Source: an optimization exercise on an open RTL-to-GDS flow (aim: a short achievable clock period and few clock cycles). Production flows keep margins and buffers that such runs may drop. In this exercise RTL edits were held to simulation tests only and were not proved equivalent to the original. Power and IR drop assume default switching activity.

==> 11-05 <==
// cpu
module cpu ( input clk,              
             input reset,            
             output [31:0] iaddr,    
             input [31:0] idata,     
             output [31:0] daddr,    
             input [31:0] drdata,    
             output [31:0] dwdata,   
             output [3:0] dwe        
           );
clock: 11.5 ns
lec_check: 0
cap_margin: 30
cell_pad_in_sites_detail_placement: 1
cell_pad_in_sites_global_placement: 1
core_margin: 2
core_utilization: 30
place_density: 0.45
setup_slack_margin: 4
slew_margin: 40
tns_end_percent: 25
standard.sh (not shown) runs the stock make flow with config.mk's settings and CLKGATE_MAP_FILE= SYNTH_SCRIPT=/design/flow/synth_recipe.tcl, a recipe that flattens the netlist after the stock synthesis.
==> flow/flow/run.sh <==
#!/bin/bash
# Standard ORFS flow (the standard.sh), with these changes:
#  - repair_timing aims well below the target period (larger setup margin),
#  - the reset and dwe pins are kept together on one edge, so that the
#    reset -> dwe gating path is short,
#  - antenna repair after detailed routing may take up to 20 rounds,
#  - if global routing fails on congestion after its timing repair, it is
#    run again without that repair.
set -euo pipefail
HERE=$(pwd)
sed -e 's/SETUP_SLACK_MARGIN=[^ ]*/SETUP_SLACK_MARGIN=6/' \
    -e "s|\"\${@:-finish}\"|MAX_REPAIR_ANTENNAS_ITER_DRT=20 IO_CONSTRAINTS=$HERE/flow/io.tcl \"\${@:-finish}\"|" \
    standard.sh > my_standard.sh
if ! bash my_standard.sh > flow_make.log 2>&1; then
    sed -i -e "s|IO_CONSTRAINTS=|SKIP_INCREMENTAL_REPAIR=1 IO_CONSTRAINTS=|" my_standard.sh
    bash my_standard.sh > flow_make2.log 2>&1
fi
==> flow/flow/io.tcl <==
set_io_pin_constraint -group -order -pin_names {dwe[0] dwe[1] reset dwe[2] dwe[3]}
==> 04-15: changes against 11-05 <==
--- a/flow/design.v
+++ b/flow/design.v
@@ -211,17 +211,14 @@
     reg  [(1<<CW)-1:0] ic_v;
     reg  [31:0] pcn;
     assign iaddr = ~pcn;
     wire [31:0] f_pc4 = pc + 32'd4;
     wire [31:0] f_pc8 = pc + 32'd8;
-    reg  [(1<<CW)-1:0] coh, cohn, cohr;
-    reg  [(1<<BW)-1:0] boh, bohn, bohr, bohrn;
-    wire [(1<<CW)-1:0] cohb = ~cohn;
-    wire [(1<<BW)-1:0] bohb = ~bohn;
-    wire [(1<<BW)-1:0] boh1 = bohr;                  
-    wire [(1<<BW)-1:0] boh1d = ~bohrn;               
-    wire [(1<<CW)-1:0] coh1 = cohr;                  
+    reg  [(1<<CW)-1:0] coh;
+    reg  [(1<<BW)-1:0] boh;
+    wire [(1<<BW)-1:0] boh1 = {boh[(1<<BW)-2:0], boh[(1<<BW)-1]};    
+    wire [(1<<CW)-1:0] coh1 = {coh[(1<<CW)-2:0], coh[(1<<CW)-1]};    
     reg  [(1<<CW)-1:0] cm, cm1;
     reg  [(1<<BW)-1:0] bm, bm1;
     reg         f_c1, f_c2, f_hit0, f_hit1, f_pred0, f_pred1, f_tiv, f_tiv1;
     reg  [31:0] f_i1, f_i2;
     reg  [1:0]  f_ctr0, f_ctr1;
@@ -239,30 +236,30 @@
         end
         f_c1 = |(coh & cm);
         f_c2 = |(coh1 & cm1);
         f_i1 = 32'd0; f_i2 = 32'd0;
         for (j = 0; j < (1<<CW); j = j + 1) begin
-            f_i1 = f_i1 | ({32{cohb[j]}} & ic_d[j]);
+            f_i1 = f_i1 | ({32{coh[j]}} & ic_d[j]);
             f_i2 = f_i2 | ({32{coh1[j]}} & ic_d[j]);
         end
         f_hit0 = |(boh & bm);
-        f_hit1 = |(boh1d & bm1);
+        f_hit1 = |(boh1 & bm1);
         f_pred0 = 1'b0; f_pred1 = 1'b0; f_tiv = 1'b0; f_tiv1 = 1'b0;
         f_ctr0 = 2'd0; f_ctr1 = 2'd0;
         f_btgt0 = 30'd0; f_btgt1 = 30'd0; f_btgt04 = 30'd0; f_ti = 32'd0; f_ti1 = 32'd0;
         for (j = 0; j < (1<<BW); j = j + 1) begin
             f_pred0 = f_pred0 | (boh[j] & bm[j] & bt_ctr[j][1]);
             f_pred1 = f_pred1 | (boh1[j] & bm1[j] & bt_ctr[j][1]);
-            f_tiv = f_tiv | (bohb[j] & bt_tiv[j]);
-            f_tiv1 = f_tiv1 | (boh1d[j] & bt_tiv[j]);
-            f_ctr0 = f_ctr0 | ({2{bohb[j]}} & bt_ctr[j]);
-            f_ctr1 = f_ctr1 | ({2{boh1d[j]}} & bt_ctr[j]);
+            f_tiv = f_tiv | (boh[j] & bt_tiv[j]);
+            f_tiv1 = f_tiv1 | (boh1[j] & bt_tiv[j]);
+            f_ctr0 = f_ctr0 | ({2{boh[j]}} & bt_ctr[j]);
+            f_ctr1 = f_ctr1 | ({2{boh1[j]}} & bt_ctr[j]);
             f_btgt0 = f_btgt0 | ({30{boh[j]}} & bt_tgt[j]);
             f_btgt1 = f_btgt1 | ({30{boh1[j]}} & bt_tgt[j]);
             f_btgt04 = f_btgt04 | ({30{boh[j]}} & bt_tgt4[j]);
-            f_ti = f_ti | ({32{bohb[j]}} & bt_ti[j]);
-            f_ti1 = f_ti1 | ({32{boh1d[j]}} & bt_ti[j]);
+            f_ti = f_ti | ({32{boh[j]}} & bt_ti[j]);
+            f_ti1 = f_ti1 | ({32{boh1[j]}} & bt_ti[j]);
         end
     end
     wire        f_tok = f_tiv && f_ti[6:0] != 7'b1101111 &&
                         f_ti[6:0] != 7'b1100111 && f_ti[6:0] != 7'b1100011;
     wire [31:0] f_s1  = f_pred0 ? f_ti : f_i1;
@@ -441,16 +438,10 @@
     assign dwdata = m_sdata;
     assign dwe    = {4{~reset}} & m_mask;
     function [(1<<CW)-1:0] cdec(input [CW-1:0] x);
         cdec = {{((1<<CW)-1){1'b0}}, 1'b1} << x;
     endfunction
-    function [(1<<CW)-1:0] rotc(input [(1<<CW)-1:0] x);
-        rotc = {x[(1<<CW)-2:0], x[(1<<CW)-1]};
-    endfunction
-    function [(1<<BW)-1:0] rotb(input [(1<<BW)-1:0] x);
-        rotb = {x[(1<<BW)-2:0], x[(1<<BW)-1]};
-    endfunction
     function [(1<<BW)-1:0] bdec(input [BW-1:0] x);
         bdec = {{((1<<BW)-1){1'b0}}, 1'b1} << x;
     endfunction
     wire [(1<<CW)-1:0] coh_f  = cdec(fix[CW+1:2]);
     wire [(1<<CW)-1:0] coh_f4 = cdec(fix4[CW+1:2]);
@@ -462,20 +453,10 @@
     wire [(1<<BW)-1:0] boh_n1 = f_pred0 ? bdec(f_bt04[BW+1:2]) : f_pred1 ? bdec(f_bt1[BW+1:2]) :
                                 {boh[(1<<BW)-3:0], boh[(1<<BW)-1:(1<<BW)-2]};
     wire [(1<<BW)-1:0] boh_n0 = f_pred0 ? bdec(f_bt0[BW+1:2]) : boh1;
     wire [(1<<CW)-1:0] coh_j  = cdec(jr_tgt[CW+1:2]);
     wire [(1<<BW)-1:0] boh_j  = bdec(jr_tgt[BW+1:2]);
-    wire [(1<<CW)-1:0] cohr_j  = rotc(coh_j);
-    wire [(1<<CW)-1:0] cohr_f  = rotc(coh_f);
-    wire [(1<<CW)-1:0] cohr_f4 = rotc(coh_f4);
-    wire [(1<<CW)-1:0] cohr_n1 = rotc(coh_n1);
-    wire [(1<<CW)-1:0] cohr_n0 = rotc(coh_n0);
-    wire [(1<<BW)-1:0] bohr_j  = rotb(boh_j);
-    wire [(1<<BW)-1:0] bohr_f  = rotb(boh_f);
-    wire [(1<<BW)-1:0] bohr_f4 = rotb(boh_f4);
-    wire [(1<<BW)-1:0] bohr_n1 = rotb(boh_n1);
-    wire [(1<<BW)-1:0] bohr_n0 = rotb(boh_n0);
     integer k;
     reg         jr_pend;
     reg  [32:0] d_at0, d_at1, d_an0, d_an1, e_at0, e_at1, e_an0, e_an1;
     reg         cw_v;
     reg  [(1<<CW)-1:0] cw_oh;
@@ -498,46 +479,26 @@
         jr_tgt <= jr0 ? {as0[31:1], 1'b0} : {as1[31:1], 1'b0};
         if (reset) begin
             pc <= 32'd0;
             pcn <= ~32'd0;
             coh <= 1;
-            cohr <= 2;
-            cohn <= ~(1);
             boh <= 1;
-            bohr <= 2;
-            bohrn <= ~2;
-            bohn <= ~(1);
         end else if (jr_pend) begin
             pc <= jr_tgt;
             pcn <= ~jr_tgt;
             coh <= coh_j;
-            cohr <= cohr_j;
-            cohn <= ~(coh_j);
             boh <= boh_j;
-            bohr <= bohr_j;
-            bohrn <= ~bohr_j;
-            bohn <= ~(boh_j);
         end else if (mis) begin
             pc <= inj ? fix4 : fix;
             pcn <= inj ? ~fix4 : ~fix;
             coh <= inj ? coh_f4 : coh_f;
-            cohr <= inj ? cohr_f4 : cohr_f;
-            cohn <= ~(inj ? coh_f4 : coh_f);
             boh <= inj ? boh_f4 : boh_f;
-            bohr <= inj ? bohr_f4 : bohr_f;
-            bohrn <= ~(inj ? bohr_f4 : bohr_f);
-            bohn <= ~(inj ? boh_f4 : boh_f);
         end else if (!stall) begin
             pc <= f_next;
             pcn <= ~f_next;
             coh <= f_p1 ? coh_n1 : coh_n0;
-            cohr <= f_p1 ? cohr_n1 : cohr_n0;
-            cohn <= ~(f_p1 ? coh_n1 : coh_n0);
             boh <= f_p1 ? boh_n1 : boh_n0;
-            bohr <= f_p1 ? bohr_n1 : bohr_n0;
-            bohrn <= ~(f_p1 ? bohr_n1 : bohr_n0);
-            bohn <= ~(f_p1 ? boh_n1 : boh_n0);
         end
         cw_v <= ~reset;
         cw_oh <= {coh[0], coh[(1<<CW)-1:1]};
         cw_t <= coh[0] ? pc[31:CW+2] - 1'b1 : pc[31:CW+2];
         cw_d <= idata;
Settings changed: CORE_UTILIZATION 30 to 35, PLACE_DENSITY 0.45 to 0.5.
==> 08-22: changes against 11-05 <==
--- a/flow/design.v
+++ b/flow/design.v
@@ -211,17 +211,14 @@
     reg  [(1<<CW)-1:0] ic_v;
     reg  [31:0] pcn;
     assign iaddr = ~pcn;
     wire [31:0] f_pc4 = pc + 32'd4;
     wire [31:0] f_pc8 = pc + 32'd8;
-    reg  [(1<<CW)-1:0] coh, cohn, cohr;
-    reg  [(1<<BW)-1:0] boh, bohn, bohr, bohrn;
-    wire [(1<<CW)-1:0] cohb = ~cohn;
-    wire [(1<<BW)-1:0] bohb = ~bohn;
-    wire [(1<<BW)-1:0] boh1 = bohr;                  
-    wire [(1<<BW)-1:0] boh1d = ~bohrn;               
-    wire [(1<<CW)-1:0] coh1 = cohr;                  
+    reg  [(1<<CW)-1:0] coh;
+    reg  [(1<<BW)-1:0] boh;
+    wire [(1<<BW)-1:0] boh1 = {boh[(1<<BW)-2:0], boh[(1<<BW)-1]};    
+    wire [(1<<CW)-1:0] coh1 = {coh[(1<<CW)-2:0], coh[(1<<CW)-1]};    
     reg  [(1<<CW)-1:0] cm, cm1;
     reg  [(1<<BW)-1:0] bm, bm1;
     reg         f_c1, f_c2, f_hit0, f_hit1, f_pred0, f_pred1, f_tiv, f_tiv1;
     reg  [31:0] f_i1, f_i2;
     reg  [1:0]  f_ctr0, f_ctr1;
@@ -239,30 +236,30 @@
         end
         f_c1 = |(coh & cm);
         f_c2 = |(coh1 & cm1);
         f_i1 = 32'd0; f_i2 = 32'd0;
         for (j = 0; j < (1<<CW); j = j + 1) begin
-            f_i1 = f_i1 | ({32{cohb[j]}} & ic_d[j]);
+            f_i1 = f_i1 | ({32{coh[j]}} & ic_d[j]);
             f_i2 = f_i2 | ({32{coh1[j]}} & ic_d[j]);
         end
         f_hit0 = |(boh & bm);
-        f_hit1 = |(boh1d & bm1);
+        f_hit1 = |(boh1 & bm1);
         f_pred0 = 1'b0; f_pred1 = 1'b0; f_tiv = 1'b0; f_tiv1 = 1'b0;
         f_ctr0 = 2'd0; f_ctr1 = 2'd0;
         f_btgt0 = 30'd0; f_btgt1 = 30'd0; f_btgt04 = 30'd0; f_ti = 32'd0; f_ti1 = 32'd0;
         for (j = 0; j < (1<<BW); j = j + 1) begin
             f_pred0 = f_pred0 | (boh[j] & bm[j] & bt_ctr[j][1]);
             f_pred1 = f_pred1 | (boh1[j] & bm1[j] & bt_ctr[j][1]);
-            f_tiv = f_tiv | (bohb[j] & bt_tiv[j]);
-            f_tiv1 = f_tiv1 | (boh1d[j] & bt_tiv[j]);
-            f_ctr0 = f_ctr0 | ({2{bohb[j]}} & bt_ctr[j]);
-            f_ctr1 = f_ctr1 | ({2{boh1d[j]}} & bt_ctr[j]);
+            f_tiv = f_tiv | (boh[j] & bt_tiv[j]);
+            f_tiv1 = f_tiv1 | (boh1[j] & bt_tiv[j]);
+            f_ctr0 = f_ctr0 | ({2{boh[j]}} & bt_ctr[j]);
+            f_ctr1 = f_ctr1 | ({2{boh1[j]}} & bt_ctr[j]);
             f_btgt0 = f_btgt0 | ({30{boh[j]}} & bt_tgt[j]);
             f_btgt1 = f_btgt1 | ({30{boh1[j]}} & bt_tgt[j]);
             f_btgt04 = f_btgt04 | ({30{boh[j]}} & bt_tgt4[j]);
-            f_ti = f_ti | ({32{bohb[j]}} & bt_ti[j]);
-            f_ti1 = f_ti1 | ({32{boh1d[j]}} & bt_ti[j]);
+            f_ti = f_ti | ({32{boh[j]}} & bt_ti[j]);
+            f_ti1 = f_ti1 | ({32{boh1[j]}} & bt_ti[j]);
         end
     end
     wire        f_tok = f_tiv && f_ti[6:0] != 7'b1101111 &&
                         f_ti[6:0] != 7'b1100111 && f_ti[6:0] != 7'b1100011;
     wire [31:0] f_s1  = f_pred0 ? f_ti : f_i1;
@@ -441,16 +438,10 @@
     assign dwdata = m_sdata;
     assign dwe    = {4{~reset}} & m_mask;
     function [(1<<CW)-1:0] cdec(input [CW-1:0] x);
         cdec = {{((1<<CW)-1){1'b0}}, 1'b1} << x;
     endfunction
-    function [(1<<CW)-1:0] rotc(input [(1<<CW)-1:0] x);
-        rotc = {x[(1<<CW)-2:0], x[(1<<CW)-1]};
-    endfunction
-    function [(1<<BW)-1:0] rotb(input [(1<<BW)-1:0] x);
-        rotb = {x[(1<<BW)-2:0], x[(1<<BW)-1]};
-    endfunction
     function [(1<<BW)-1:0] bdec(input [BW-1:0] x);
         bdec = {{((1<<BW)-1){1'b0}}, 1'b1} << x;
     endfunction
     wire [(1<<CW)-1:0] coh_f  = cdec(fix[CW+1:2]);
     wire [(1<<CW)-1:0] coh_f4 = cdec(fix4[CW+1:2]);
@@ -462,20 +453,10 @@
     wire [(1<<BW)-1:0] boh_n1 = f_pred0 ? bdec(f_bt04[BW+1:2]) : f_pred1 ? bdec(f_bt1[BW+1:2]) :
                                 {boh[(1<<BW)-3:0], boh[(1<<BW)-1:(1<<BW)-2]};
     wire [(1<<BW)-1:0] boh_n0 = f_pred0 ? bdec(f_bt0[BW+1:2]) : boh1;
     wire [(1<<CW)-1:0] coh_j  = cdec(jr_tgt[CW+1:2]);
     wire [(1<<BW)-1:0] boh_j  = bdec(jr_tgt[BW+1:2]);
-    wire [(1<<CW)-1:0] cohr_j  = rotc(coh_j);
-    wire [(1<<CW)-1:0] cohr_f  = rotc(coh_f);
-    wire [(1<<CW)-1:0] cohr_f4 = rotc(coh_f4);
-    wire [(1<<CW)-1:0] cohr_n1 = rotc(coh_n1);
-    wire [(1<<CW)-1:0] cohr_n0 = rotc(coh_n0);
-    wire [(1<<BW)-1:0] bohr_j  = rotb(boh_j);
-    wire [(1<<BW)-1:0] bohr_f  = rotb(boh_f);
-    wire [(1<<BW)-1:0] bohr_f4 = rotb(boh_f4);
-    wire [(1<<BW)-1:0] bohr_n1 = rotb(boh_n1);
-    wire [(1<<BW)-1:0] bohr_n0 = rotb(boh_n0);
     integer k;
     reg         jr_pend;
     reg  [32:0] d_at0, d_at1, d_an0, d_an1, e_at0, e_at1, e_an0, e_an1;
     reg         cw_v;
     reg  [(1<<CW)-1:0] cw_oh;
@@ -498,46 +479,26 @@
         jr_tgt <= jr0 ? {as0[31:1], 1'b0} : {as1[31:1], 1'b0};
         if (reset) begin
             pc <= 32'd0;
             pcn <= ~32'd0;
             coh <= 1;
-            cohr <= 2;
-            cohn <= ~(1);
             boh <= 1;
-            bohr <= 2;
-            bohrn <= ~2;
-            bohn <= ~(1);
         end else if (jr_pend) begin
             pc <= jr_tgt;
             pcn <= ~jr_tgt;
             coh <= coh_j;
-            cohr <= cohr_j;
-            cohn <= ~(coh_j);
             boh <= boh_j;
-            bohr <= bohr_j;
-            bohrn <= ~bohr_j;
-            bohn <= ~(boh_j);
         end else if (mis) begin
             pc <= inj ? fix4 : fix;
             pcn <= inj ? ~fix4 : ~fix;
             coh <= inj ? coh_f4 : coh_f;
-            cohr <= inj ? cohr_f4 : cohr_f;
-            cohn <= ~(inj ? coh_f4 : coh_f);
             boh <= inj ? boh_f4 : boh_f;
-            bohr <= inj ? bohr_f4 : bohr_f;
-            bohrn <= ~(inj ? bohr_f4 : bohr_f);
-            bohn <= ~(inj ? boh_f4 : boh_f);
         end else if (!stall) begin
             pc <= f_next;
             pcn <= ~f_next;
             coh <= f_p1 ? coh_n1 : coh_n0;
-            cohr <= f_p1 ? cohr_n1 : cohr_n0;
-            cohn <= ~(f_p1 ? coh_n1 : coh_n0);
             boh <= f_p1 ? boh_n1 : boh_n0;
-            bohr <= f_p1 ? bohr_n1 : bohr_n0;
-            bohrn <= ~(f_p1 ? bohr_n1 : bohr_n0);
-            bohn <= ~(f_p1 ? boh_n1 : boh_n0);
         end
         cw_v <= ~reset;
         cw_oh <= {coh[0], coh[(1<<CW)-1:1]};
         cw_t <= coh[0] ? pc[31:CW+2] - 1'b1 : pc[31:CW+2];
         cw_d <= idata;
==> run notes <==
Against 08-22, the sequential power of 11-05 is higher by about 3%. Combinational power: 11-05 > 08-22 > 04-15. Clock skew: 11-05 > 08-22 > 04-15. Clock-buffer cell count: 04-15 is lower than 08-22 (59). Against 11-05, the sequential cell count of 08-22 is lower by 96. The lowest hold slack belongs to 11-05, the highest to 08-22. Against 11-05, the final area of 04-15 is smaller by about 2%. Between 08-22 and 11-05, the lower die area is in 08-22 (gap about 0.5%, measured against 11-05). Critical path depth: 08-22 is lower than 11-05 (3). Of 08-22 and 04-15, 04-15 has the higher global-route usage (gap 5.1 points).
==> figures <==
Outcome: 08-22 timing/DRC/antenna clean; 11-05 timing/DRC/antenna clean; 04-15 timing/DRC/antenna clean
Non-clock inverter total of the final layout: 08-22 410; 11-05 987; 04-15 409
Post-Syn Area per Cell: 08-22 10.03 um^2; 11-05 10.03 um^2; 04-15 10.03 um^2
P_comb: 08-22 0.00783 W; 11-05 0.0114 W; 04-15 0.00763 W
Worst-case hold slack: 08-22 0.3172 ns; 11-05 0.2119 ns; 04-15 0.2665 ns
Wire length of the first global-routing pass: 08-22 5450000 um; 11-05 5667000 um; 04-15 5229000 um
Die extent in y: 08-22 1328 um; 11-05 1332 um; 04-15 1230 um
Compound-cell area share of the yosys netlist: 08-22 18.31%; 11-05 18.17%; 04-15 18.31%
Seq cells post-synth: 08-22 10560; 11-05 10650; 04-15 10560
Req. time, crit path: 08-22 12.84 ns; 11-05 12.72 ns; 04-15 12.78 ns
Syn Std Cell Area: 08-22 526300 um^2; 11-05 528900 um^2; 04-15 526300 um^2
Clock buffers and inverters, area share: 08-22 6.832%; 11-05 6.873%; 04-15 6.836%
Cell area reported after detailed placement: 08-22 572600 um^2; 11-05 576300 um^2; 04-15 565800 um^2
Pleak: 08-22 221.6 nW; 11-05 226.8 nW; 04-15 220.4 nW
Clk sinks: 08-22 10560; 11-05 10650; 04-15 10560
Multi-input gates: 08-22 36620; 11-05 36310; 04-15 36630
Fraction of layout cells with a size suffix above 1: 08-22 14.49%; 11-05 14.98%; 04-15 14.05%
Power dissipated in the clock network: 08-22 0.0442 W; 11-05 0.0447 W; 04-15 0.0435 W
Cell area after layout: 08-22 635800 um^2; 11-05 640800 um^2; 04-15 628200 um^2
Count of buffering cells on the critical path with inverters included: 08-22 4; 11-05 5; 04-15 5
Worst-case setup slack after placement: 08-22 2.844 ns; 11-05 2.752 ns; 04-15 2.575 ns
Cell variety after synth: 08-22 109; 11-05 118; 04-15 109
Testbench counts of 11-05, summed over its fixed seeds: cycles 723,595.
Testbench counts of 04-15, summed over its fixed seeds: cycles 723,595.
Testbench counts of 08-22, summed over its fixed seeds: cycles 723,595.

==> re-timing with driven ports <==
The flow's constraints put no driver on any port. The routed layouts listed below were extracted and timed again, unchanged, in two steps.
Step 1 assumes that a clkbuf_16 drives the clock port and a buf_2 every other input.
Step 2, shift: input delay + t, output delay - t, t = (earliest + latest rising clock arrival at the registers) / 2. This alone moves slack from input paths to output paths.
Three values: ideal, step 1, step 2; two values: the first two.
run	shift t [ns]	slack for setup (ns)	cell pins on the clock port's net
11-05	1.615	5.220 / 5.220 / 4.232	1
04-15	1.601	4.966 / 4.966 / 4.293	1
08-22	1.607	5.372 / 5.372 / 4.366	1
After both steps setup and hold are still met in every run listed. For 08-22, which loses most, drivers alone change the setup slack by 0.000 ns; drivers and shift together by -1.006 ns.
